Background: an optimization exercise with open tools, aiming at small area. Do not read the settings as production practice.
Function was checked by simulation only, so behaviour that the tests miss may differ from the original.
Power is estimated from default activity; no workload was simulated.

<file path="design/flow/design.v">
module top(CLK, RST, SCK, MOSI, MISO, SSEL,PIN_14,PIN_15,PIN_16,PIN_17,PIN_18,LED,PIN_13,PIN_12,PIN_20,PIN_10,PIN_8,PIN_9,PIN_7);
input CLK,PIN_8;
input RST;
output LED;
output PIN_10,PIN_20,PIN_12,PIN_13,PIN_14,PIN_15,PIN_16,PIN_17,PIN_18,PIN_9,PIN_7;
input SCK, SSEL, MOSI;
output MISO;
assign PIN_10 = 1'b0;
assign PIN_14 = 1'b0;
assign PIN_15 = 1'b0;
assign PIN_16 = 1'b0;
assign PIN_17 = 1'b0;
reg [11:0] tc;
always @(posedge CLK) if (RST) tc <= 0; else tc <= tc + 1'b1;
wire tick = &tc[4:0];
assign LED = tc[4];
assign PIN_18 = tc[4];
assign PIN_7 = ~(tc[5] ^ tc[6]);
assign PIN_9 = |tc[11:6];
reg k6, k7, kpend;
wire kwr = tick & (tc[6:5] == 2'b01);
wire kupd = tick & (tc[6:5] == 2'b10) & (tc[11:8] == 4'd3);
always @(posedge CLK) begin
  if (RST) begin
    k6 <= 1'b0;
    k7 <= 1'b0;
  end else if (kupd) begin
    if (tc[7]) k7 <= kpend;
    else k6 <= kpend;
  end
end
always @(posedge CLK) if (kwr) kpend <= PIN_8;
reg [7:0] conn;
wire qapply = (tc[4:0] == 5'd1) & (tc[6:5] == 2'b10) & (tc[11:7] == 5'd6);
always @(posedge CLK) begin
  if (RST) conn <= 8'd25;
  else if (qapply & ~k7 & (k6 ^ kpend)) conn <= k6 ? conn + 1'b1 : conn - 1'b1;
end
reg [5:0] e;
reg cp;
reg R;
reg [4:0] V, B0, B1;
wire [2:0] ind = e[2:0] - 3'd3;
wire cend = tick & (tc[10:5] == e) & ~cp & (tc[11] | R | (e != 6'd3));
wire [4:0] connsat = (conn[7:5] != 0) ? 5'd31 : conn[4:0];
always @(posedge CLK) begin
  if (RST) begin
    e <= 6'd3;
    cp <= 1'b0;
    R <= 1'b0;
  end else begin
    if (tick) cp <= cend;
    if (cend) begin
      e <= e + 1'b1;
      if (ind == 3'd7) R <= 1'b1;
    end
  end
end
always @(posedge CLK) begin
  if (RST) V <= 5'd25;
  else if (cend) V <= connsat;
  if (cend & (ind == 3'd0)) B0 <= V;
  if (cend & (ind == 3'd1)) B1 <= V;
end
reg [5:0] q;
reg [4:0] gcount;
reg F;
reg gsdo;
wire [1:0] ph = {tc[6] ^ gcount[0], tc[5]};
wire qlast = q[5] & q[4];
wire latch1 = qlast & (ph == 2'd0);
always @(posedge CLK) begin
  if (RST) begin
    q <= 6'd0;
    gcount <= 5'd0;
    F <= 1'b0;
  end else if (tick) begin
    if (ph == 2'd3) q <= qlast ? 6'd0 : q + 1'b1;
    if (latch1) begin
      if (gcount == 5'd17) begin
        gcount <= 5'd0;
        F <= 1'b1;
      end else gcount <= gcount + 1'b1;
    end
  end
end
wire first_word = (gcount == 5'd0) & ~F;
assign PIN_12 = (ph[1] ~^ ph[0]) & ~(first_word & (q == 6'd0) & (ph == 2'd0));
assign PIN_13 = ~latch1 & ~first_word;
assign PIN_20 = gsdo;
wire [2:0] bi = q[2:0];
wire [2:0] by = q[5:3];
wire [2:0] grp = {gcount[2], by[1:0] ^ 2'b01};
wire [4:0] nidx = {~bi, gcount[1:0]};
reg [4:0] gv;
always @(*) begin
  case (grp)
    3'd0: gv = B0;
    3'd1: gv = B1;
    3'd2: gv = 5'd31;
    3'd3: gv = 5'd2;
    3'd4: gv = 5'd0;
    3'd5: gv = 5'd0;
    3'd6: gv = 5'd1;
    default: gv = 5'd22;
  endcase
end
wire gvalid = R | (ind > grp);
wire barbit = gvalid & (nidx <= gv);
reg [0:47] cw;
always @(*) begin
  case (gcount)
    5'd8:  cw = {8'b00000000, 8'b00000000, 8'b01010010, 8'b01010010, 8'b00011111, 8'b00000000};
    5'd9:  cw = {8'b00000100, 8'b00000000, "4", "4", 7'b0011000, k7, 7'b0011000, k7};
    5'd10: cw = {8'b00000000, 8'b00000000, "8", "7", "6", "5"};
    5'd11: cw = {8'b00000101, 8'b00000000, "#", "#", 7'b0011000, k6, 7'b0011000, k6};
    5'd12: cw = {8'b00000001, 8'b00000000, "p", "{", "A", "n"};
    5'd13: cw = {8'b00000110, 8'b00000000, "$", "f", "B", 7'b0011000, k6};
    5'd14: cw = {8'b00000010, 8'b00000000, "i", "*", "@", "e"};
    5'd15: cw = {8'b00000111, 8'b00000000, "%", "f", "A", 7'b0011000, k7};
    5'd16: cw = {8'b00000011, 8'b00000000, "P", "^", "c", "S"};
    default: cw = {8'b00001000, 8'b00000000, "P", "^", "c", "S"};
  endcase
end
reg wbit;
always @(*) begin
  if (gcount[4] | gcount[3]) wbit = cw[q];
  else if (by == 3'd0) wbit = (bi == 3'd4);
  else if (by == 3'd1) wbit = F & (bi == ~gcount[2:0]);
  else wbit = barbit;
end
always @(posedge CLK) begin
  if (RST) gsdo <= 1'b0;
  else if (tick & (ph == 2'd1) & ~qlast) gsdo <= wbit;
end
reg sck_q, ssel_q;
always @(posedge CLK) begin
  if (RST) begin
    sck_q <= 1'b0;
    ssel_q <= 1'b0;
  end else begin
    sck_q <= SCK;
    ssel_q <= SSEL;
  end
end
wire SCK_risingedge  = ~sck_q & SCK;
wire SCK_fallingedge = sck_q & ~SCK;
wire SSEL_active = ~SSEL;
wire SSEL_startmessage = ssel_q & ~SSEL;
wire MOSI_data = MOSI;
reg [2:0] bitcnt0;
reg [1:0] cnt0;
reg [1:0] cnt1;
reg byte_received;
reg [7:0] byte_data_received;
reg [7:0] reg_data_rec0;
reg [7:0] byte_data_sent;
reg miso1, miso2;
always @(posedge CLK) begin
  if (RST) begin
    bitcnt0 <= 3'b000;
    cnt0 <= 2'b00;
    byte_data_received <= 8'h00;
    byte_received <= 1'b0;
    reg_data_rec0 <= 8'h00;
  end else begin
    if (~SSEL_active) begin
      bitcnt0 <= 3'b000;
      cnt0 <= 2'b00;
    end else if (SCK_risingedge) begin
      bitcnt0 <= bitcnt0 + 3'b001;
      byte_data_received <= {byte_data_received[6:0], MOSI_data};
    end
    byte_received <= SSEL_active && SCK_risingedge && (bitcnt0 == 3'b111);
    if (byte_received) begin
      cnt0 <= cnt0 + 2'b01;
      if (cnt0 == 2'b00) reg_data_rec0 <= byte_data_received;
    end
  end
end
always @(posedge CLK) begin
  if (RST) begin
    byte_data_sent <= 8'h00;
    cnt1 <= 2'b00;
  end else if (SSEL_active) begin
    if (SSEL_startmessage) begin
      byte_data_sent <= 8'hce;
      cnt1 <= 2'b00;
    end else if (SCK_fallingedge) begin
      if (bitcnt0 == 3'b000) begin
        cnt1 <= cnt1 + 2'b01;
        if (cnt1 == 2'b00) byte_data_sent <= 8'haa;
        if (cnt1 == 2'b01) byte_data_sent <= reg_data_rec0;
        if (cnt1 == 2'b10) byte_data_sent <= conn;
      end else byte_data_sent <= {byte_data_sent[6:0], 1'b0};
    end
  end
end
always @(posedge CLK) begin
  if (RST) begin
    miso1 <= 1'b0;
    miso2 <= 1'b0;
  end else begin
    miso1 <= byte_data_sent[7];
    miso2 <= miso1;
  end
end
assign MISO = miso2;
endmodule
</file>
<file path="design/flow/flow/run.sh">
#!/bin/bash
# Layout flow: the standard synthesis, then an area-oriented re-mapping of the
# combinational logic only (every register instance is kept as synthesis made it),
# then the standard layout steps on the re-mapped netlist.
set -euo pipefail
WORK=$(pwd)
R=$WORK/orfs/results/${FLOW_PLATFORM}/top/base
LIB=$FLOW_HOME/platforms/${FLOW_PLATFORM}/lib/sky130_fd_sc_hd__tt_025C_1v80.lib
YOSYS=$FLOW_HOME/../tools/install/yosys/bin/yosys
[[ -x $YOSYS ]] || YOSYS=yosys

# 1. standard synthesis
bash standard.sh synth > $WORK/flow_1_synth.log 2>&1

# 2. re-map the combinational logic for area: ABC runs with different seeds,
#    each fed back into the next round, keeping the smallest result
cp $R/1_2_yosys.v $WORK/1_2_yosys.std.v
SEEDS="1 2 3 4"
ROUNDS="1 2 3 4"
for s in $SEEDS; do
  (
    in=$WORK/1_2_yosys.std.v
    for r in $ROUNDS; do
      sed "s/@SEED@/$((s * 10 + r))/" $WORK/flow/area.abc > $WORK/area_${s}_$r.abc
      LIB=$LIB IN=$in OUT=$WORK/remap_${s}_$r.v ABCSCRIPT=$WORK/area_${s}_$r.abc \
        $YOSYS -c $WORK/flow/remap.tcl > $WORK/flow_2_remap_${s}_$r.log 2>&1 || break
      in=$WORK/remap_${s}_$r.v
    done
  ) &
done
wait
best=""
bestarea=""
for s in $SEEDS; do
  for r in $ROUNDS; do
    [[ -f $WORK/remap_${s}_$r.v.stat ]] || continue
    if LIB=$LIB OUT=$WORK/remap_${s}_$r.v $YOSYS -c $WORK/flow/check.tcl > $WORK/flow_2_check_${s}_$r.log 2>&1; then
      a=$(awk '/Chip area/ {print $NF}' $WORK/remap_${s}_$r.v.stat)
      echo "seed $s round $r area $a" >> $WORK/flow_2_remap_pick.log
      if [[ -z $best ]] || awk -v a=$a -v b=$bestarea 'BEGIN{exit !(a<b)}'; then best=${s}_$r; bestarea=$a; fi
    fi
  done
done
echo "picked $best area $bestarea" >> $WORK/flow_2_remap_pick.log
[[ -n $best ]]
cp $WORK/remap_$best.v $R/1_2_yosys.v
rm -f $R/1_synth.odb $R/1_synth.sdc

# 3. standard layout from the re-mapped netlist, with a lighter clock tree and
#    small port buffers
CTS="-sink_clustering_enable -repair_clock_nets -dont_use_dummy_load -buf_list sky130_fd_sc_hd__clkbuf_8"
bash standard.sh finish "CTS_ARGS=$CTS" "BUFFER_PORTS_ARGS=-buffer_cell sky130_fd_sc_hd__buf_1" > $WORK/flow_3_layout.log 2>&1
</file>
<file path="design/flow/flow/area.abc">
strash
&get -n
&deepsyn -T 60 -S @SEED@
&put
dch -f
amap
topo
</file>
<file path="design/flow/flow/check.tcl">
# Sanity check of the re-mapped netlist, read back with the cells as black boxes.
yosys read_liberty -lib $::env(LIB)
yosys read_verilog $::env(OUT)
yosys hierarchy -check -top top
yosys check -assert -mapped
</file>
<file path="design/flow/flow/remap.tcl">
# Re-map the combinational logic of a mapped netlist; registers stay as they are.
yosys read_liberty -ignore_miss_func $::env(LIB)
yosys read_verilog $::env(IN)
yosys hierarchy -top top
# sequential cells stay black boxes, so their instances and names are untouched
yosys blackbox sky130_fd_sc_hd__df* sky130_fd_sc_hd__edf* sky130_fd_sc_hd__sdf* sky130_fd_sc_hd__sedf* sky130_fd_sc_hd__dlx* sky130_fd_sc_hd__dlr* sky130_fd_sc_hd__dlclkp* sky130_fd_sc_hd__sdlclkp* sky130_fd_sc_hd__lpflow_inputisolatch*
yosys flatten
yosys opt_clean
yosys tee -o $::env(OUT).before.stat stat -liberty $::env(LIB)
yosys abc -liberty $::env(LIB) -dont_use sky130_fd_sc_hd__lpflow_* -dont_use sky130_fd_sc_hd__probe* -script $::env(ABCSCRIPT)
yosys opt_clean -purge
yosys hilomap -singleton -hicell sky130_fd_sc_hd__conb_1 HI -locell sky130_fd_sc_hd__conb_1 LO
yosys splitnets
yosys opt_clean -purge
yosys insbuf -buf sky130_fd_sc_hd__buf_4 A X
yosys tee -o $::env(OUT).stat stat -liberty $::env(LIB)
yosys write_verilog -noattr -nohex -nodec $::env(OUT)
</file>
<file path="design/flow/standard.sh">
#!/bin/bash
# synth_recipe.tcl (not shown) runs the flow's synth.tcl, then flattens the netlist and writes it again
# the make line also repeats each setting of config.mk as NAME=value (left out here)
make -C /OpenROAD-flow-scripts/flow DESIGN_CONFIG=/design/flow/config.mk WORK_HOME=/design/flow/orfs CLKGATE_MAP_FILE= SYNTH_SCRIPT=/design/flow/synth_recipe.tcl "${@:-finish}"
</file>
<file path="design/flow/config.mk">
export PLATFORM = sky130hd
export DESIGN_NAME = top
export DESIGN_NICKNAME = top
export VERILOG_FILES = /design/flow/design.v
export SDC_FILE = /design/flow/constraint.sdc
export NUM_CORES = 4
export LEC_CHECK = 0
export CAP_MARGIN = 20
export CORE_MARGIN = 2
export CORE_UTILIZATION = 40
export SLEW_MARGIN = 20
</file>
<file path="design/flow/constraint.sdc">
create_clock -name core_clock -period 10.0 [get_ports {CLK}]
set_input_delay 2.0000 -clock core_clock [delete_from_list [all_inputs] [get_ports {CLK}]]
set_output_delay 2.0000 -clock core_clock [all_outputs]
set_load 0.01 [all_outputs]
</file>
==> results of run 1 <==
==> routing by layer <==
metal | wire (um) | GRT usage | vias to the layer above | part of all wire
met5 | 0 | 0 | - | 0
met4 | 123 | 0.0612 | 0 | 0.012
met3 | 482 | 0.0383 | 9 | 0.048
met2 | 4250 | 0.268 | 97 | 0.43
met1 | 5130 | 0.280 | 1757 | 0.51
li1 | - | - | 1937 | -
==> final cells by class <==
class,instances,area (um^2),share of cell area
Tap cell,136,170,0.0374
Inverter,77,289,0.0634
Timing Repair Buffer,16,71.3,0.0157
Sequential cell,95,2010,0.442
Multi-Input combinational cell,354,1890,0.415
Clock buffer,9,124,0.0272
==> worst max-delay path, stage by stage, from the launching register on <==
cell,delay [ps]
dfxtp_1,420
nor2_1,290
clkinv_1,180
nor2_1,170
nand3_1,140
nor2_1,150
nand2_1,70
nand3_1,90
o21ai_0,80
buf_1,140
==> sequential cells by signal (all words and copies together), names as in the netlist, 3 cells and up <==
register	count
reg_data_rec0	8
q	6
tc	12
conn	8
e	6
byte_data_sent	8
bitcnt0	3
byte_data_received	8
V	5
B0	5
gcount	5
B1	5
==> through the flow <==
step           worst slack [ps]  utilization  instances  cell area, um^2
6_report                   5920        0.443        687             4560
2_1_floorplan              6720            -        531             4230
3_3_place_gp               6170        0.431        678             4430
4_1_cts                    5940        0.443        687             4560
3_5_place_dp               6110        0.431        678             4430
5_1_grt                    5790        0.443        687             4560
==> worst min path at each step <==
stage,start,to,slack [ps],depth (start not counted)
floorplan,tc[0]$_SDFF_PP0_,tc[0]$_SDFF_PP0_,410,1
global placement,miso1$_SDFF_PP0_,miso2$_SDFF_PP0_,420,1
detailed placement,miso1$_SDFF_PP0_,miso2$_SDFF_PP0_,430,1
CTS,miso1$_SDFF_PP0_,miso2$_SDFF_PP0_,450,1
global route,gsdo$_SDFFE_PP0P_,gsdo$_SDFFE_PP0P_,470,2
finish,miso1$_SDFF_PP0_,miso2$_SDFF_PP0_,440,1
==> power by group through the flow <==
stage / clock network [uW] / registers [uW] / logic (uW)
2_1_floorplan: 0 / 400 / 17.6
3_3_place_gp: 0 / 401 / 23.9
3_5_place_dp: 0 / 401 / 24.2
4_1_cts: 200 / 392 / 24.3
5_1_grt: 217 / 393 / 28.0
6_report: 196 / 392 / 24.4
==> key figures, run 1 <==
Setup path
  • Setup crit start kind: register
  • Reg2reg end: gsdo$_SDFFE_PP0P_
  • Crit end category: output pin
  • Worst setup path class: reg -> out
  • WP data arrival: ~2100 ps
  • Reg-to-reg setup timing slack: 7050 ps
  • Worst Setup SP: q[4]$_SDFFE_PP0P_
  • Worst Path Max Fanout: 9
  • Reg2reg path depth: 17
  • CP endpoint: PIN_12
  • Req. time, crit path: 8000 ps
  • Worst r2r src: gcount[0]$_SDFFE_PP0P_

STA
  • Final Max Slew Viols: 0
  • Worst hold margin: approximately 440 ps
  • Crit share post-route: 0.408
  • Fmax: 245 MHz
  • Hold Vio Cnt, Final: 0
  • Worst Tran Pin Value: ~700 ps
  • # setup viols final: 0
  • TNS Setup: 0 ps
  • Rel. slew slack: 0.535
  • Unrepaired setup endpoints after global routing: false
  • Clk_skew: 34.7 ps
  • Clock period minus worst slack: 4080 ps

Placement
  • Port bufs: 13
  • DP HPWL: around 7300 um
  • Final GP Congestion: 0.947

Power
  • Sw power: 135 uW
  • Comb pwr share: 0.040
  • Pleak: 0.00147 uW
  • Pwr/cell area: 134 nW/um^2
  • Flop pwr share: 0.640
  • Sw Ratio: 0.220
  • Peak VDD IR: 73.0 uV
  • Overall power: 613 uW
  • Clock share of power: 0.320
  • Total internal power: ~480 uW

Clock network
  • Clock transition at path regs: 70 ps
  • H-tree depth: 3
  • CTS tree: done
  • TritonCTS buffer count: 9
  • CTS Root Cell: clkbuf_8
  • Setup Fix Bufs, Post-CTS: 0
  • Clock sink count: 95
  • Post-CTS Resized: 0
  • # hold bufs at CTS: 0
  • Clk latency of the worst-skew pair: 370 ps
  • Clk buf depth: 2

Yosys
  • Avg Cell Area, Syn: 7.99 um^2
  • Post-synthesis cell count: 527
  • Synth Cell Area: 4210 um^2
  • Yosys warns: 1

Floorplan
  • Initial Utilization: 0.410
  • Die area: ~11000 um^2
  • Chip Height: between 100 and 150 um
  • Die span in x: 107 um
  • Core area: a little over 10000 um^2
  • Std-Cell Rows: 37
  • Ports: 19

Route
  • DRC viols: 0
  • TritonRoute pass-1 iters: 5
  • Antenna viol nets, final: 0
  • DR iter-0 viols: 251
  • WL per Instance: roughly 15 um
  • Routed WL: 9980 um
  • Vias: 3800
  • DR vias/cell: roughly 5.5

GRT
  • Largest net degree at the start of global routing: 31
  • Total track usage: 0.187
  • First-pass GRT wire length: about 17000 um
  • Vias in the first global route: ~3400
  • Total gr overflow: 0
  • Initial antenna violation count: 0

Cells and area
  • Area growth syn-to-layout: 8.14%
  • Final nets: ~560
  • Layout fillers: approximately 1000
  • Antenna Cells: 0
  • Most common cell after layout, fill and taps aside: nor2_1
  • Most frequent cells in the layout: nor2_1 (102), dfxtp_1 (84), clkinv_1 (77)
  • Share of cells above drive strength 1: 0.0218

Min path
  • Worst Hold Class: reg -> reg

Status
  • Status: no timing/DRC/antenna violations

Flow run
  • Max-cap violations: 0
==> run 2, diff against run 1 <==
--- a/design/flow/design.v
+++ b/design/flow/design.v
@@ -40,3 +40,4 @@
 reg cp;
-reg R;
+reg F;
+wire R = F | (e >= 6'd11);
 reg [4:0] V, B0, B1;
@@ -49,3 +50,2 @@
     cp <= 1'b0;
-    R <= 1'b0;
   end else begin
@@ -54,3 +54,2 @@
       e <= e + 1'b1;
-      if (ind == 3'd7) R <= 1'b1;
     end
@@ -66,3 +65,2 @@
 reg [4:0] gcount;
-reg F;
 reg gsdo;
==> run 2 against run 1 <==
Still clean on timing, DRC and antenna. Clock skew is 9.9 ps lower. Synthesized area is 0.68% lower. Worst hold slack better by 0.82 ps. Sequential cell count is 1 lower. Critical path type unchanged.
==> key figures, run 2 <==
Floorplan
  • Std-Cell Rows: 37 (unchanged)
  • Die span in x: 106 um (-0.33%)
  • Initial Utilization: 0.409 (-0.000958)
  • Chip Height: 106 um (-0.33%)
  • Die area: 11300 um^2 (-0.66%)
  • Ports: 19 (unchanged)
  • Core area: 10200 um^2 (-0.45%)

Setup path
  • Reg-to-reg setup timing slack: 7000 ps (-50 ps)
  • Req. time, crit path: 8000 ps (about the same)
  • Crit end category: output pin
  • Worst Path Buf+Inv: 2 (unchanged)
  • Crit-path cells: clkinv_1 -> nand3_1 -> nor3_1 -> nand2_1 -> a21oi_1 -> a21oi_1 -> buf_1
  • Slowest stage delay, CP: 500 ps (+80 ps)
  • Worst setup path class: reg -> out
  • Setup crit start kind: register
  • Slowest-stage cell, CP: dfxtp_1
  • Worst Path Max Fanout: 12 (+3)
  • Most frequent cell on the critical path: a21oi_1
  • CP delay by family, top: buffers and inverters
  • WP data arrival: 2010 ps (-70 ps)

Route
  • WL per Instance: 14.1 um (-2.7%)
  • Routed WL: 9550 um (-4.3%)
  • Metal2 WL: 4280 um (+0.78%)
  • DR vias/cell: 5.57 (+0.61%)
  • Antenna viol nets, final: 0 (unchanged)
  • TritonRoute pass-1 iters: 5 (unchanged)
  • Met1 wire length: 4720 um (-7.9%)
  • DR iter-0 viols: 240 (-4.4%)
  • Vias: 3762 (-1.0%)
  • Met3 wire length: 437 um (-9.3%)
  • DRC viols: 0 (unchanged)
  • DR top layer: met4

Cells and area
  • Register Area: 1990 um^2 (-1.0%)
  • Antenna Cells: 0 (unchanged)
  • Area growth syn-to-layout: 7.86%
  • Share of cells above drive strength 1: 0.0204 (-0.00141)
  • Layout fillers: 1007 (-3.7%)
  • Final instance count without filler cells: 676 (-1.6%)
  • Final cell utilization of the core: 0.441 (-0.00215)
  • Top reg by flops: tc
  • Final nets: 548 (-2.0%)
  • Final instance area: 4510 um^2 (-0.93%)
  • Most common cell after layout, fill and taps aside: nor2_1
  • Largest register FFs: 12 (unchanged)
  • Area of the multi-input gates: 1940 um^2 (+2.9%)
  • Most frequent cells in the layout: nor2_1 (95), dfxtp_1 (83), clkinv_1 (60)

Placement
  • Port bufs: 13 (unchanged)
  • Final GP Congestion: 0.910 (-3.9%)
  • # placed instances: 667 (-1.6%)
  • DP HPWL: 7050 um (-3.5%)
  • Placed cell area: 4390 um^2 (-0.96%)

Clock network
  • Post-CTS Resized: 0 (unchanged)
  • H-tree depth: 3 (unchanged)
  • CTS tree: done
  • # hold bufs at CTS: 0 (unchanged)
  • Clk buf depth: 2 (unchanged)
  • TritonCTS buffer count: 9 (unchanged)
  • Clock sink count: 94 (-1.1%)
  • Setup Fix Bufs, Post-CTS: 0 (unchanged)
  • Clk latency of the worst-skew pair: 360 ps (about the same)
  • Clock transition at path regs: 70 ps (about the same)
  • CTS Root Cell: clkbuf_8

STA
  • Final Max Slew Viols: 0 (unchanged)
  • # setup viols final: 0 (unchanged)
  • Hold Vio Cnt, Final: 0 (unchanged)
  • Crit share post-route: 0.401 (-0.00672)
  • Fmax: 249 MHz (+1.7%)
  • Clock period minus worst slack: 4010 ps (-67.2 ps)
  • Rel. slew slack: 0.471 (-0.0636)
  • TNS Setup: 0 ps (unchanged)
  • Clk_skew: 24.8 ps (-9.87 ps)
  • Worst Tran Pin Value: 787 ps (+96.6 ps)
  • Unrepaired setup endpoints after global routing: false

Power
  • Overall power: 600 uW (-2.2%)
  • Pwr/cell area: 133 nW/um^2 (-1.2%)
  • Peak VDD IR: 82.9 uV (+14%)
  • Pleak: 0.00153 uW (+4.0%)

GRT
  • Total gr overflow: 0 (unchanged)
  • First-pass GRT wire length: 16000 um (-5.6%)
  • Vias in the first global route: 3392 (-0.50%)
  • Total track usage: 0.177 (-0.00996)
  • Largest net degree at the start of global routing: 42 (+35%)
  • Initial antenna violation count: 0 (unchanged)

Status
  • Status: no timing/DRC/antenna violations

Yosys
  • Avg Cell Area, Syn: 8.08 um^2 (+1.0%)
  • Synth Cell Area: 4180 um^2 (-0.68%)
  • Post-synthesis cell count: 518 (-1.7%)
  • Yosys warns: 1 (unchanged)

Min path
  • Worst Hold Class: reg -> reg

Flow run
  • Max-cap violations: 0 (unchanged)
==> run 2: layer usage <==
layer	GRT usage	up-vias
li1	-	1924
met1	0.242	1719
met2	0.273	103
met3	0.0325	16
met4	0.0780	0
met5	0	-
==> run 2: final cells by class <==
| type | count | share of cell area |
|---|---|---|
| sequential | 94 | 0.441 |
| multi-input combinational | 363 | 0.431 |
| inverter | 60 | 0.0499 |
| tap | 136 | 0.0377 |
| clock buffer | 9 | 0.0274 |
| timing repair buffer | 14 | 0.0128 |
==> run 2: per-stage QoR <==
step | worst slack [ps] | hold slack, ps
final | 5990 | 438
after global routing | 5780 | 452
after CTS | 6000 | 439
after detailed placement | 5680 | 425
after global placement | 5810 | 420
after floorplan | 6100 | 414
==> run 2: final timing paths <==
| path | from | to | cells past startpoint |
|---|---|---|---|
| worst max-delay path | gcount[2]$_SDFFE_PP0P_ | PIN_12 | 7 |
| worst min-delay path | miso1$_SDFF_PP0_ | miso2$_SDFF_PP0_ | 1 |
| worst max register to register | q[3]$_SDFFE_PP0P_ | gsdo$_SDFFE_PP0P_ | 12 |
| worst min register to register | miso1$_SDFF_PP0_ | miso2$_SDFF_PP0_ | 1 |
==> run 2: power breakdown <==
group / internal (uW) / switching [uW]
Combinational: 5.04 / 12.4
Sequential: 384 / 2.19
Clock: 80.8 / 115
Total: 470 / 130
==> run 3, diff against run 2 <==
==> design/flow/flow/run.sh (replaced) <==
#!/bin/bash
# Layout flow: the standard synthesis, then an area-oriented re-mapping of the
# combinational logic only (every register instance is kept as synthesis made it),
# then the standard layout steps on the re-mapped netlist.
set -euo pipefail
WORK=$(pwd)
R=$WORK/orfs/results/${FLOW_PLATFORM}/top/base
LIB=$FLOW_HOME/platforms/${FLOW_PLATFORM}/lib/sky130_fd_sc_hd__tt_025C_1v80.lib
YOSYS=$FLOW_HOME/../tools/install/yosys/bin/yosys
[[ -x $YOSYS ]] || YOSYS=yosys

# 1. standard synthesis
bash standard.sh synth > $WORK/flow_1_synth.log 2>&1

# 2. re-map the combinational logic for area.  Each round runs ABC with four
#    seeds from the best netlist so far and keeps the smallest result.
cp $R/1_2_yosys.v $WORK/1_2_yosys.std.v
SEEDS="1 2 3 4"
ROUNDS="1 2 3 4 5 6"
cur=$WORK/1_2_yosys.std.v
curarea=""
for r in $ROUNDS; do
  for s in $SEEDS; do
    sed "s/@SEED@/$((r * 10 + s))/" $WORK/flow/area.abc > $WORK/area_${r}_$s.abc
    LIB=$LIB IN=$cur OUT=$WORK/remap_${r}_$s.v ABCSCRIPT=$WORK/area_${r}_$s.abc \
      $YOSYS -c $WORK/flow/remap.tcl > $WORK/flow_2_remap_${r}_$s.log 2>&1 &
  done
  wait
  for s in $SEEDS; do
    [[ -f $WORK/remap_${r}_$s.v.stat ]] || continue
    if LIB=$LIB OUT=$WORK/remap_${r}_$s.v $YOSYS -c $WORK/flow/check.tcl > $WORK/flow_2_check_${r}_$s.log 2>&1; then
      a=$(awk '/Chip area/ {print $NF}' $WORK/remap_${r}_$s.v.stat)
      echo "round $r seed $s area $a" >> $WORK/flow_2_remap_pick.log
      if [[ -z $curarea ]] || awk -v a=$a -v b=$curarea 'BEGIN{exit !(a<b)}'; then
        cur=$WORK/remap_${r}_$s.v; curarea=$a
      fi
    fi
  done
  echo "after round $r: $cur area $curarea" >> $WORK/flow_2_remap_pick.log
done
[[ -n $curarea ]]
cp $cur $R/1_2_yosys.v
rm -f $R/1_synth.odb $R/1_synth.sdc

# 3. standard layout from the re-mapped netlist, with a lighter clock tree and
#    small port buffers
CTS="-sink_clustering_enable -repair_clock_nets -dont_use_dummy_load -buf_list sky130_fd_sc_hd__clkbuf_8"
bash standard.sh finish "CTS_ARGS=$CTS" "BUFFER_PORTS_ARGS=-buffer_cell sky130_fd_sc_hd__buf_1" > $WORK/flow_3_layout.log 2>&1
==> run 3 against run 2 <==
Sequential power barely moved. First-iteration DRC count is 12% lower. Clock skew about the same. Cell count up 0.59%. Critical path type unchanged. Synthesized area is 0.24% higher. Still clean on timing, DRC and antenna. Design area rose by 0.53%.
==> key figures, run 3 <==
Setup path
  • CP delay by family, top: flip-flops
  • Worst setup path class: reg -> out
  • Crit-path cells: clkinv_1 -> nand2_1 -> nor3_1 -> nand2_1 -> a21oi_1 -> a21oi_1 -> buf_1
  • Worst Path Buf+Inv: 2 (unchanged)
  • WP data arrival: 2180 ps (+170 ps)
  • Slowest stage delay, CP: 680 ps (+180 ps)
  • Req. time, crit path: 8000 ps (about the same)
  • Setup crit start kind: register
  • Slowest-stage cell, CP: dfxtp_1
  • Crit end category: output pin
  • Worst Path Max Fanout: 14 (+2)

Clock network
  • Setup Fix Bufs, Post-CTS: 0 (unchanged)
  • Clock sink count: 94 (unchanged)
  • Clk buf depth: 2 (unchanged)
  • # hold bufs at CTS: 0 (unchanged)
  • CTS tree: done
  • TritonCTS buffer count: 9 (unchanged)
  • Post-CTS Resized: 0 (unchanged)
  • Clk latency of the worst-skew pair: 370 ps (about the same)
  • CTS Root Cell: clkbuf_8
  • H-tree depth: 3 (unchanged)
  • Clock transition at path regs: 80 ps (about the same)

Placement
  • Port bufs: 13 (unchanged)
  • Final GP Congestion: 0.938 (+3.1%)
  • DP HPWL: 7250 um (+2.9%)
  • Worst slack, placed: 5690 ps (+14.1 ps)
  • # placed instances: 671 (+0.60%)

STA
  • Post-route setup slack: 5820 ps (-164 ps)
  • Fmax: 239 MHz (-3.9%)
  • Unrepaired setup endpoints after global routing: false
  • Clock period minus worst slack: 4180 ps (+164 ps)
  • TNS Setup: 0 ps (unchanged)
  • Clk_skew: 24.3 ps (-0.472 ps)
  • Rel. slew slack: 0.395 (-0.0759)
  • Crit share post-route: 0.418 (+0.0164)
  • Worst hold margin: 426 ps (-12.1 ps)
  • # setup viols final: 0 (unchanged)
  • Final Max Slew Viols: 0 (unchanged)
  • Hold Vio Cnt, Final: 0 (unchanged)
  • Worst Tran Pin Value: 901 ps (+114 ps)

Route
  • TritonRoute pass-1 iters: 5 (unchanged)
  • DR vias/cell: 5.55 (-0.24%)
  • DRC viols: 0 (unchanged)
  • Antenna viol nets, final: 0 (unchanged)
  • WL per Instance: 14.6 um (+3.5%)
  • Vias: 3775 (+0.35%)
  • DR iter-0 viols: 211 (-12%)
  • Routed WL: 9940 um (+4.1%)

Floorplan
  • Std-Cell Rows: 37 (unchanged)
  • Initial Utilization: 0.410 (+0.000978)
  • Ports: 19 (unchanged)
  • Chip Height: 106 um (+0.11%)
  • Die span in x: 106 um (+0.11%)
  • Core area: 10200 um^2 (unchanged)
  • Die area: 11300 um^2 (+0.23%)

Flow run
  • Max-cap violations: 0 (unchanged)

Yosys
  • Avg Cell Area, Syn: 8.07 um^2 (-0.15%)
  • Post-synthesis cell count: 520 (+0.39%)
  • Synth Cell Area: 4190 um^2 (+0.24%)
  • Yosys warns: 1 (unchanged)

Cells and area
  • Top reg by flops: tc
  • Final nets: 552 (+0.73%)
  • Largest register FFs: 12 (unchanged)
  • Most frequent cells in the layout: nor2_1 (84), dfxtp_1 (83), clkinv_1 (68)
  • Share of cells above drive strength 1: 0.0221 (+0.00169)
  • Layout fillers: 1026 (+1.9%)
  • Register Area: 1990 um^2 (unchanged)
  • Area of the multi-input gates: 1920 um^2 (-1.0%)
  • Antenna Cells: 0 (unchanged)
  • Final instance count without filler cells: 680 (+0.59%)
  • Area growth syn-to-layout: 8.17%
  • Most common cell after layout, fill and taps aside: nor2_1

GRT
  • Initial antenna violation count: 0 (unchanged)
  • Vias in the first global route: 3636 (+7.2%)
  • Total track usage: 0.188 (+0.0112)
  • Largest net degree at the start of global routing: 32 (-24%)
  • Total gr overflow: 0 (unchanged)
  • First-pass GRT wire length: 17100 um (+6.6%)

Power
  • Pwr/cell area: 133 nW/um^2 (+0.24%)
  • Pleak: 0.00148 uW (-2.8%)
  • Peak VDD IR: 105 uV (+27%)

Min path
  • Worst Hold Class: reg -> reg

Status
  • Status: no timing/DRC/antenna violations
==> run 3: where the power goes <==
part	total, uW	switching, uW	internal [uW]	leakage, uW
Combinational	22.5	15.6	6.88	0.000649
Clock	195	114	80.8	0.0000647
Sequential	386	2.18	384	0.000769
==> run 3: worst paths after layout <==
check / from / to / slack [ps] / cells past startpoint
hold reg to reg: miso1$_SDFF_PP0_ / miso2$_SDFF_PP0_ / 430 / 1
setup / recovery: gcount[2]$_SDFFE_PP0P_ / PIN_12 / 5820 / 7
setup reg to reg: q[3]$_SDFFE_PP0P_ / gsdo$_SDFFE_PP0P_ / 7020 / 11
hold / removal: miso1$_SDFF_PP0_ / miso2$_SDFF_PP0_ / 430 / 1
==> run 3: per-stage QoR <==
step	instance area [um^2]	util	total power (uW)
finish	4540	0.443	604
global route	4540	0.443	627
CTS	4540	0.443	611
detailed placement	4410	0.431	418
global placement	4410	0.431	418
floorplan	4210	-	410
==> run 3: layer usage <==
metal | vias to the layer above | global-route usage | routed length [um]
li1 | 1935 | - | -
met4 | 0 | 0.0836 | 159
met3 | 16 | 0.0349 | 409
met1 | 1726 | 0.250 | 4900
met2 | 98 | 0.299 | 4470
met5 | - | 0 | 0
==> run 3: worst register-to-register path, cell delays in order (launching register included) <==
cell       delay, ps
dfxtp_1          470
clkinv_1         340
nor2_1           510
o21ai_0          160
a21boi_0         170
a222oi_1         380
nor2_1            90
a2111oi_0        330
a2111oi_0        120
nor2_1           160
nor3_1            70
nor3_1           120
==> run 3: cell type report <==
type,count,area share
Inverter,68,0.0563
Sequential cell,94,0.439
Timing Repair Buffer,16,0.0157
Tap cell,136,0.0375
Clock buffer,9,0.0273
Multi-Input combinational cell,357,0.424
==> run 4, diff against run 3 <==
--- a/design/flow/design.v
+++ b/design/flow/design.v
@@ -44,3 +44,3 @@
 wire [2:0] ind = e[2:0] - 3'd3;
-wire cend = tick & (tc[10:5] == e) & ~cp & (tc[11] | R | (e != 6'd3));
+wire cend = tick & (tc[10:5] == e) & ~cp;
 wire [4:0] connsat = (conn[7:5] != 0) ? 5'd31 : conn[4:0];
@@ -48,3 +48,3 @@
   if (RST) begin
-    e <= 6'd3;
+    e <= 6'd2;
     cp <= 1'b0;
==> run 4 against run 3 <==
Total power fell by 1.1%. Design area decreased by 0.74%. Critical endpoint unchanged. Largest cell class unchanged. Synthesized area fell by 0.63%. Sequential cell count is the same. Largest power group unchanged. Still clean.
==> key figures, run 4 <==
GRT
  • Largest net degree at the start of global routing: 39 (+22%)
  • Initial antenna violation count: 0 (unchanged)
  • Total track usage: 0.186 (-0.00278)
  • Total gr overflow: 0 (unchanged)
  • Vias in the first global route: 3531 (-2.9%)
  • First-pass GRT wire length: 16800 um (-2.0%)

Floorplan
  • Initial Utilization: 0.407 (-0.00257)
  • Ports: 19 (unchanged)
  • Std-Cell Rows: 37 (unchanged)
  • Die area: 11300 um^2 (-0.60%)
  • Die span in x: 106 um (-0.30%)
  • Core area: 10200 um^2 (unchanged)
  • Chip Height: 106 um (-0.30%)

Clock network
  • Post-CTS Resized: 0 (unchanged)
  • Setup Fix Bufs, Post-CTS: 0 (unchanged)
  • TritonCTS buffer count: 9 (unchanged)
  • Clock transition at path regs: 70 ps (about the same)
  • Clk latency of the worst-skew pair: 350 ps (-20 ps)
  • # hold bufs at CTS: 0 (unchanged)
  • Clock sink count: 94 (unchanged)
  • CTS tree: done
  • CTS Root Cell: clkbuf_8
  • H-tree depth: 3 (unchanged)
  • Clk buf depth: 2 (unchanged)

Cells and area
  • Top reg by flops: tc
  • Area growth syn-to-layout: 8.05%
  • Largest register FFs: 12 (unchanged)
  • Antenna Cells: 0 (unchanged)
  • Share of cells above drive strength 1: 0.0223 (+0.000288)
  • Most common cell after layout, fill and taps aside: nor2_1
  • Final instance count without filler cells: 673 (-1.0%)
  • Most frequent cells in the layout: nor2_1 (92), dfxtp_1 (83), clkinv_1 (62)
  • Final nets: 545 (-1.3%)

STA
  • Post-route setup slack: 5410 ps (-414 ps)
  • TNS Setup: 0 ps (unchanged)
  • # setup viols final: 0 (unchanged)
  • Worst hold margin: 440 ps (+14.3 ps)
  • Clk_skew: 18.3 ps (-6.00 ps)
  • Clock period minus worst slack: 4590 ps (+414 ps)
  • Crit share post-route: 0.459 (+0.0414)
  • Fmax: 218 MHz (-9.0%)
  • Rel. slew slack: 0.421 (+0.0254)
  • Worst Tran Pin Value: 862 ps (-39.2 ps)
  • Hold Vio Cnt, Final: 0 (unchanged)
  • Unrepaired setup endpoints after global routing: false
  • Final Max Slew Viols: 0 (unchanged)

Yosys
  • Yosys warns: 1 (unchanged)
  • Avg Cell Area, Syn: 8.09 um^2 (+0.34%)
  • Post-synthesis cell count: 515 (-0.96%)
  • Synth Cell Area: 4170 um^2 (-0.63%)

Setup path
  • Req. time, crit path: 8000 ps (about the same)
  • Reg2reg end: V[4]$_SDFFE_PP1P_
  • Reg-to-reg setup timing slack: 6090 ps (-930 ps)
  • Crit end category: output pin
  • CP endpoint: PIN_12
  • WP data arrival: 2590 ps (+410 ps)
  • Setup crit start kind: register
  • Reg2reg path depth: 10 (-1)
  • Worst Path Max Fanout: 13 (-1)
  • Worst r2r src: tc[6]$_SDFF_PP0_
  • Worst setup path class: reg -> out
  • Worst Setup SP: q[1]$_SDFFE_PP0P_

Route
  • DR vias/cell: 5.56 (about the same)
  • DRC viols: 0 (unchanged)
  • WL per Instance: 14.4 um (-1.2%)
  • TritonRoute pass-1 iters: 5 (unchanged)
  • Antenna viol nets, final: 0 (unchanged)
  • DR iter-0 viols: 228 (+8.1%)
  • Vias: 3739 (-0.95%)
  • Routed WL: 9720 um (-2.2%)

Power
  • Pleak: 0.00144 uW (-2.8%)
  • Pwr/cell area: 133 nW/um^2 (-0.34%)
  • Overall power: 598 uW (-1.1%)
  • Peak VDD IR: 88.7 uV (-16%)

Status
  • Status: no timing/DRC/antenna violations

Min path
  • Worst Hold Class: reg -> reg

Placement
  • DP HPWL: 7090 um (-2.2%)
  • # placed instances: 664 (-1.0%)
  • Worst slack, placed: 5790 ps (+98.4 ps)
  • Port bufs: 13 (unchanged)
  • Final GP Congestion: 0.888 (-5.4%)

Flow run
  • Max-cap violations: 0 (unchanged)
## run 4: layer usage
| layer | wire length [um] | share of wire | vias to the layer above | track usage |
|---|---|---|---|---|
| li1 | - | - | 1919 | - |
| met2 | 4220 | 0.43 | 68 | 0.283 |
| met3 | 340 | 0.035 | 20 | 0.0313 |
| met1 | 4970 | 0.51 | 1732 | 0.260 |
| met4 | 190 | 0.020 | 0 | 0.0780 |
| met5 | 0 | 0 | - | 0 |
## run 4: stage by stage
step | utilization | instance area (um^2)
floorplan | - | 4180
global placement | 0.427 | 4370
detailed placement | 0.428 | 4380
CTS | 0.440 | 4500
global route | 0.440 | 4500
finish | 0.440 | 4500
## run 4: worst min-delay path by stage
stage | start | endpoint | slack (ps) | depth (start not counted)
detailed placement | miso1$_SDFF_PP0_ | miso2$_SDFF_PP0_ | 430 | 1
finish | miso1$_SDFF_PP0_ | miso2$_SDFF_PP0_ | 440 | 1
CTS | miso1$_SDFF_PP0_ | miso2$_SDFF_PP0_ | 450 | 1
global route | miso1$_SDFF_PP0_ | miso2$_SDFF_PP0_ | 460 | 1
floorplan | miso1$_SDFF_PP0_ | miso2$_SDFF_PP0_ | 410 | 1
global placement | miso1$_SDFF_PP0_ | miso2$_SDFF_PP0_ | 430 | 1
## run 4: critical path, cell delays in order, from the launching register on
cell and delay [ps]:
dfxtp_1 520, clkinv_1 380, a222oi_1 470, nand2_1 110, a21oi_1 160, nand2_1 80
o311ai_0 260, o21ai_0 130, buf_1 140
## run 4: layout make-up
type,instances,area [um^2]
Multi-Input combinational cell,358,1930
Tap cell,136,170
Inverter,62,233
Clock buffer,9,124
Sequential cell,94,1990
Fill cell,1033,5730
Timing Repair Buffer,14,57.6
## run 4: report_power, final
| group | switching, uW | internal (uW) |
|---|---|---|
| clock | 113 | 80.9 |
| combinational | 12.1 | 4.96 |
| sequential | 2.21 | 384 |
| total | 128 | 470 |
==> run 5, diff against run 4 <==
--- a/design/flow/flow/run.sh
+++ b/design/flow/flow/run.sh
@@ -14,13 +14,14 @@
 
-# 2. re-map the combinational logic for area.  Each round runs ABC with four
-#    seeds from the best netlist so far and keeps the smallest result.
+# 2. re-map the combinational logic for area.  Round 1 runs short ABC runs
+#    from the standard netlist with sixteen seeds; each later round runs four
+#    longer ones from the best netlist so far.  The smallest result is kept.
 cp $R/1_2_yosys.v $WORK/1_2_yosys.std.v
-SEEDS="1 2 3 4"
-ROUNDS="1 2 3 4 5 6"
 cur=$WORK/1_2_yosys.std.v
 curarea=""
-for r in $ROUNDS; do
-  for s in $SEEDS; do
-    sed "s/@SEED@/$((r * 10 + s))/" $WORK/flow/area.abc > $WORK/area_${r}_$s.abc
-    LIB=$LIB IN=$cur OUT=$WORK/remap_${r}_$s.v ABCSCRIPT=$WORK/area_${r}_$s.abc \
+remap_wave() { # round, seconds, seeds...
+  local r=$1 t=$2; shift 2
+  local src=$cur
+  for s in "$@"; do
+    sed -e "s/@SEED@/$((r * 20 + s))/" -e "s/@T@/$t/" $WORK/flow/area.abc > $WORK/area_${r}_$s.abc
+    LIB=$LIB IN=$src OUT=$WORK/remap_${r}_$s.v ABCSCRIPT=$WORK/area_${r}_$s.abc \
       $YOSYS -c $WORK/flow/remap.tcl > $WORK/flow_2_remap_${r}_$s.log 2>&1 &
@@ -28,3 +29,3 @@
   wait
-  for s in $SEEDS; do
+  for s in "$@"; do
     [[ -f $WORK/remap_${r}_$s.v.stat ]] || continue
@@ -34,3 +35,3 @@
       if [[ -z $curarea ]] || awk -v a=$a -v b=$curarea 'BEGIN{exit !(a<b)}'; then
-        cur=$WORK/remap_${r}_$s.v; curarea=$a
+        best=$WORK/remap_${r}_$s.v; curarea=$a
       fi
@@ -38,6 +39,16 @@
   done
-  echo "after round $r: $cur area $curarea" >> $WORK/flow_2_remap_pick.log
+}
+best=""
+remap_wave 1 20 1 2 3 4
+remap_wave 1 20 5 6 7 8
+remap_wave 1 20 9 10 11 12
+remap_wave 1 20 13 14 15 16
+echo "after round 1: $best area $curarea" >> $WORK/flow_2_remap_pick.log
+for r in 2 3 4; do
+  cur=$best
+  remap_wave $r 60 1 2 3 4
+  echo "after round $r: $best area $curarea" >> $WORK/flow_2_remap_pick.log
 done
 [[ -n $curarea ]]
-cp $cur $R/1_2_yosys.v
+cp $best $R/1_2_yosys.v
 rm -f $R/1_synth.odb $R/1_synth.sdc
==> design/flow/flow/area.abc (replaced) <==
strash
&get -n
&deepsyn -T @T@ -S @SEED@
&put
dch -f
amap
topo
==> run 5 against run 4 <==
Utilization barely moved. Combinational power grew 11%. Critical path type unchanged. Maximum frequency increased by 0.25%. Sequential cell count is the same. Die area barely moved. Largest power group unchanged. Still clean. Total power is 0.95% higher. Critical endpoint unchanged. Clock power increased by 2%. Cell count is 1.2% lower. Critical path depth stayed put.
==> key figures, run 5 <==
Power
  • Pwr/cell area: 134 nW/um^2 (+0.86%)
  • Pleak: 0.00148 uW (+2.6%)
  • Peak VDD IR: 87.1 uV (-1.7%)

Status
  • Status: no timing/DRC/antenna violations

Route
  • Routed WL: 10200 um (+4.5%)
  • DR vias/cell: 5.64 (+1.5%)
  • WL per Instance: 15.3 um (+5.7%)
  • DRC viols: 0 (unchanged)
  • Antenna viol nets, final: 0 (unchanged)
  • TritonRoute pass-1 iters: 5 (unchanged)
  • DR iter-0 viols: 227 (-0.44%)
  • Vias: 3751 (+0.32%)

Setup path
  • CP delay by family, top: simple AND/OR/NAND/NOR gates
  • Worst setup path class: reg -> out
  • Req. time, crit path: 8000 ps (about the same)
  • Worst Path Buf+Inv: 2 (unchanged)
  • Most frequent cell on the critical path: o22ai_1
  • WP data arrival: 2580 ps (about the same)
  • Worst Path Max Fanout: 9 (-4)
  • Slowest-stage cell, CP: dfxtp_1
  • Crit-path cells: clkinv_1 -> nor2_1 -> o22ai_1 -> nor4_1 -> a311oi_1 -> nor4b_1 -> o22ai_1 -> buf_1
  • Setup crit start kind: register
  • Slowest stage delay, CP: 520 ps (about the same)
  • Crit end category: output pin

STA
  • Hold Vio Cnt, Final: 0 (unchanged)
  • Post-route setup slack: 5420 ps (+11.3 ps)
  • Rel. slew slack: 0.522 (+0.102)
  • Fmax: 218 MHz (+0.25%)
  • Clk_skew: 27.8 ps (+9.47 ps)
  • Worst hold margin: 467 ps (+26.3 ps)
  • Clock period minus worst slack: 4580 ps (-11.3 ps)
  • Unrepaired setup endpoints after global routing: false
  • Crit share post-route: 0.458 (-0.00113)
  • TNS Setup: 0 ps (unchanged)
  • Final Max Slew Viols: 0 (unchanged)
  • Worst Tran Pin Value: 709 ps (-153 ps)
  • # setup viols final: 0 (unchanged)

Clock network
  • Post-CTS Resized: 0 (unchanged)
  • CTS Root Cell: clkbuf_8
  • H-tree depth: 3 (unchanged)
  • Clock sink count: 94 (unchanged)
  • Clock transition at path regs: 80 ps (about the same)
  • Setup Fix Bufs, Post-CTS: 0 (unchanged)
  • # hold bufs at CTS: 0 (unchanged)
  • Clk buf depth: 2 (unchanged)
  • Clk latency of the worst-skew pair: 360 ps (about the same)
  • TritonCTS buffer count: 9 (unchanged)
  • CTS tree: done

Cells and area
  • Antenna Cells: 0 (unchanged)
  • Layout fillers: 1007 (-2.5%)
  • Area growth syn-to-layout: 8.04% (about the same)
  • Share of cells above drive strength 1: 0.0208 (-0.00155)
  • Largest register FFs: 12 (unchanged)
  • Most frequent cells in the layout: dfxtp_1 (83), nor2_1 (82), clkinv_1 (75)
  • Final nets: 537 (-1.5%)
  • Top reg by flops: tc
  • Most common cell after layout, fill and taps aside: dfxtp_1

Floorplan
  • Ports: 19 (unchanged)
  • Std-Cell Rows: 37 (unchanged)
  • Initial Utilization: 0.408 (about the same)
  • Die span in x: 106 um (about the same)
  • Chip Height: 106 um (about the same)
  • Core area: 10200 um^2 (unchanged)
  • Die area: 11300 um^2 (about the same)

GRT
  • Layer with the highest usage: met2
  • Met1 Use GR: 0.259 (-0.000887)
  • Total track usage: 0.186 (about the same)
  • Initial antenna violation count: 0 (unchanged)
  • Largest net degree at the start of global routing: 33 (-15%)
  • Total gr overflow: 0 (unchanged)
  • Vias in the first global route: 3425 (-3.0%)
  • Met2 GRT Util: 0.280 (-0.00319)
  • Grt met3 use: 0.0441 (+0.0129)
  • First-pass GRT wire length: 16700 um (-0.62%)

Yosys
  • Post-synthesis cell count: 506 (-1.7%)
  • Avg Cell Area, Syn: 8.24 um^2 (+1.9%)
  • Yosys warns: 1 (unchanged)
  • Synth Cell Area: 4170 um^2 (about the same)

Placement
  • Worst slack, placed: 5820 ps (+35.3 ps)
  • Final GP Congestion: 0.850 (-4.3%)
  • DP HPWL: 7550 um (+6.4%)
  • Port bufs: 13 (unchanged)

Min path
  • Worst Hold Class: reg -> reg

Flow run
  • Max-cap violations: 0 (unchanged)
## run 5: final timing paths
check | startpoint | endpoint | slack, ps | depth (start not counted)
worst min-delay path | byte_data_received[4]$_SDFFE_PP0P_ | reg_data_rec0[4]$_SDFFE_PP0P_ | 470 | 2
worst min register to register | byte_data_received[4]$_SDFFE_PP0P_ | reg_data_rec0[4]$_SDFFE_PP0P_ | 470 | 2
worst max-delay path | q[3]$_SDFFE_PP0P_ | PIN_12 | 5420 | 8
worst max register to register | tc[0]$_SDFF_PP0_ | V[0]$_SDFFE_PP1P_ | 6970 | 10
## run 5: through the flow
stage | cells | total power [uW] | util | area, um^2
after global routing | 665 | 625 | 0.441 | 4510
after CTS | 665 | 611 | 0.441 | 4510
after detailed placement | 656 | 414 | 0.428 | 4380
after floorplan | 510 | 408 | - | 4190
after global placement | 656 | 414 | 0.428 | 4380
final | 665 | 603 | 0.441 | 4510
## run 5: per-layer routing
metal | wire, um | share of wire
met5 | 0 | 0
met4 | 208 | 0.020
met3 | 550 | 0.054
met2 | 4540 | 0.45
met1 | 4860 | 0.48
## run 5: final cells by class
type | instances | area, um^2 | area share
clock buffers | 9 | 124 | 0.0275
repair buffers | 15 | 63.8 | 0.0142
inverters | 75 | 282 | 0.0625
well taps | 136 | 170 | 0.0378
multi-input cells | 336 | 1880 | 0.416
flip-flops and latches | 94 | 1990 | 0.442
## run 5: report_power, final
part           switching [uW]  internal, uW  total, uW
logic                    13.2          5.71       18.9
registers                2.33           384        387
clock network             117          80.9        198
## run 5: worst reg2reg max path, delay by kind of cell, from the launching register on
kind,cells,cell delay [ps]
and+or+nand+nor,8,2130
DFF,1,400
AOI/OAI and AO/OA,2,380

[port drivers added, routing unchanged]
No port has a modelled driver above. Below, the same layouts with a new extraction and two added sets of constraints. Step 1 (the two cells are an assumption about what drives the block):
set clk [get_ports {CLK}]
set_driving_cell -lib_cell sky130_fd_sc_hd__clkbuf_16 $clk
set_driving_cell -lib_cell sky130_fd_sc_hd__buf_2 [delete_from_list [all_inputs] $clk]
Step 2 moves the port delays by t, midway between the first and last clock arrival at a register: inputs arrive t later, outputs are due t later. That takes back most of the time a late clock gives input paths. Slacks: no drivers / after step 1 / after step 2; pairs: no drivers / after step 1.
run	t (ns)	setup WS [ns]	worst setup path at the end	slew at the worst register clock pin (ns)
run 1	0.389	5.920 / 5.885 / 6.097	input to register	0.10 / 0.10
run 2	0.382	5.987 / 5.956 / 5.683	input to register	0.09 / 0.09
run 3	0.389	5.823 / 5.788 / 5.721	input to register	0.09 / 0.09
run 4	0.377	5.409 / 5.374 / 5.751	register to output	0.09 / 0.09
run 5	0.383	5.420 / 5.387 / 5.770	register to output	0.09 / 0.09
After both steps every run listed still meets setup and hold. The setup slack of run 2, which loses most, moves by -0.031 ns with the drivers and by -0.304 ns with both steps.
